Context: an optimization exercise on an open-source flow, tuned for small area and a short achievable clock period. The choices shown serve that exercise and are no tape-out recipe. At most, simulation tests tie the RTL to the original design; equivalence was not proved. Power and IR drop assume default switching activity.

==> job 3027: inputs <==
// multiplier
module multiplier #(parameter N = 32) (
    input logic CLK, EN_mult, EN_blockRead, rst_n,
    input logic [15:0] mult_input0,
    input logic [15:0] mult_input1,
    input logic [N - 1:0] readMem_val,
    output logic RDY_mult, EN_readMem, EN_writeMem, VALID_memVal,
    output logic [N - 1:0] writeMem_val, memVal_data,
    output logic [5:0] writeMem_addr, readMem_addr
    );
make LEC_CHECK=0 CAP_MARGIN=20 CORE_MARGIN=2 CORE_UTILIZATION=65 SETUP_SLACK_MARGIN=1.3 SLEW_MARGIN=20 SYNTH_HIERARCHICAL=1 SYNTH_MINIMUM_KEEP_SIZE=0 finish   # period 3.6 ns
run.sh (not shown) runs the stock make flow with config.mk's settings and CLKGATE_MAP_FILE= SYNTH_SCRIPT=/design/flow/synth_recipe.tcl, a recipe that flattens the netlist after the stock synthesis.
==> job 4259 (differences from job 3027) <==
CORE_UTILIZATION = 40   (was 65)
SETUP_SLACK_MARGIN = 1.6   (was 1.3)
==> results.yml <==
timing:
  maxSlewHeadroom_pct: 70.35
  setup_ws_ps: 1358
  fin_hold_ws_ps: 320.4
power_and_ir_drop:
  seq_power_share_pct: 35.1
  p_int_uw: 7423
  comb-power_uw: 5140
die:
  start_util_pct: 40.56
  taps: 448
  coreArea_um2: 33450
  die_y_um: 188.2
layout:
  final_util_pct: 50.96
  fillerInstances: 2951
  ff_latch_area_um2: 4878
detailed_routing:
  drt-met1-wl_um: 15320
  wire_per_inst_um: 19.84
global_routing:
  grt.total_usage_pct: 20.30
clocking:
  clkLatencyLatePin_ps: 520
outcome:
  status: "finished clean"
critical_path:
  path_cells: "buf_12 -> buf_12 -> buf_16 -> and2_4 -> fa_2 -> fa_2 -> fa_2"
The numbers above come from job 4259.

==> results.yml <==
outcome:
  status: "finished clean"
die:
  start_util_pct: 66.63
  die_y_um: 148.5
  taps: 270
timing:
  maxSlewHeadroom_pct: 75.44
  setup_ws_ps: 1324
  fin_hold_ws_ps: 324.0
power_and_ir_drop:
  comb-power_uw: 5070
  p_int_uw: 7517
  seq_power_share_pct: 35.4
global_routing:
  grt.total_usage_pct: 30.21
layout:
  fillerInstances: 1352
  final_util_pct: 77.70
detailed_routing:
  drt-met1-wl_um: 13300
  wire_per_inst_um: 20.48
critical_path:
  path_cells: "buf_2 -> buf_6 -> and2_4 -> fa_2 -> fa_2 -> fa_2"
The numbers above come from job 3027.

No functional check of the RTL was part of any run of this note.

========
==> 09-05 <==
Another version of the RTL of multiplier (not shown whole).
make LEC_CHECK=0 CAP_MARGIN=20 CORE_MARGIN=2 CORE_UTILIZATION=65 CTS_CLUSTER_DIAMETER=75 CTS_CLUSTER_SIZE=25 GPL_ROUTABILITY_DRIVEN=0 SETUP_SLACK_MARGIN=1.9 SLEW_MARGIN=20 SYNTH_HIERARCHICAL=1 SYNTH_MINIMUM_KEEP_SIZE=0 finish   # period 3.6 ns
==> inputs of 05-15, as changes to 09-05 <==
--- a/flow/config.mk
+++ b/flow/config.mk
@@ -9,7 +9,4 @@
 export CORE_MARGIN = 2
 export CORE_UTILIZATION = 65
-export CTS_CLUSTER_DIAMETER = 75
-export CTS_CLUSTER_SIZE = 25
-export GPL_ROUTABILITY_DRIVEN = 0
 export SETUP_SLACK_MARGIN = 1.9
 export SLEW_MARGIN = 20
==> flow_summary.yaml <==
finish:
  fin_util_pct: 76.3
  ff_latch_area_mm2: 0.00640
cts:
  cts-resized-gates: 433
  clk_latency_ps: 560
status:
  status: "no timing/DRC/antenna violations"
global_route:
  grt_pass1_vias: 9164
  grt_max_degree: 18
  use_met1_pct: 36.2
  grt_util_met2_pct: 44.1
  track_usage_pct: 26.5
route:
  vias: 8266
timing:
  max-slew-margin-rel_pct: 77.9
pwr:
  clk-power_mw: 3.50
  p_per_area_mw_per_mm2: 760
# the run above: 05-15

==> flow_summary.yaml <==
floorplan:
  die_h_um: 155
global_route:
  grt_util_met2_pct: 42.0
  track_usage_pct: 25.8
  grt_antenna_before_repair: 0
  grt_max_degree: 26
  grt_pass1_vias: 8801
finish:
  ff_latch_area_mm2: 0.00640
  fin_util_pct: 73.8
timing:
  setup_tns_ps: 0
  max-slew-margin-rel_pct: 78.0
cts:
  clk_latency_ps: 500
  cts-resized-gates: 443
pwr:
  pwr.group.combinational_mw: 4.24
  clk-power_mw: 2.00
synth:
  synth_nets: 1488
route:
  vias: 8070
  route.met2.wl_mm: 13.8
status:
  status: "no timing/DRC/antenna violations"
place:
  place_hpwl_mm: 21.5
# the run above: 09-05

==> re-timing with driven ports <==
The results above use ideal ports. As a check the final layouts listed here were re-extracted and re-timed, cells and wires unchanged. Step 1 sets driving cells, clkbuf_16 on the clock port and buf_2 on the other inputs (assumed; they add their load-dependent delay and slew). Step 2 also shifts input and output timing later by t, the mid clock arrival at the registers, as if the neighbouring blocks saw the same clock. Three values: no drivers, after step 1, after step 2; two values: the first two.
run	t (ns)	slack for setup (ns)	worst setup path after step 2	slew at the worst register clock pin (ns)	cell pins on the clock port's net
job 3027	0.545	1.324 / 1.336 / 0.804	input to register	0.07 / 0.07	1
job 4259	0.564	1.358 / 1.359 / 0.796	input to register	0.06 / 0.06	1
09-05	0.551	1.881 / 1.846 / 1.334	input to register	0.10 / 0.10	1
05-15	0.595	1.878 / 1.829 / 1.311	input to register	0.07 / 0.07	1
After both steps setup and hold are still met in every run listed. For 05-15, which loses most, drivers alone change the setup slack by -0.049 ns; drivers and shift together by -0.567 ns.
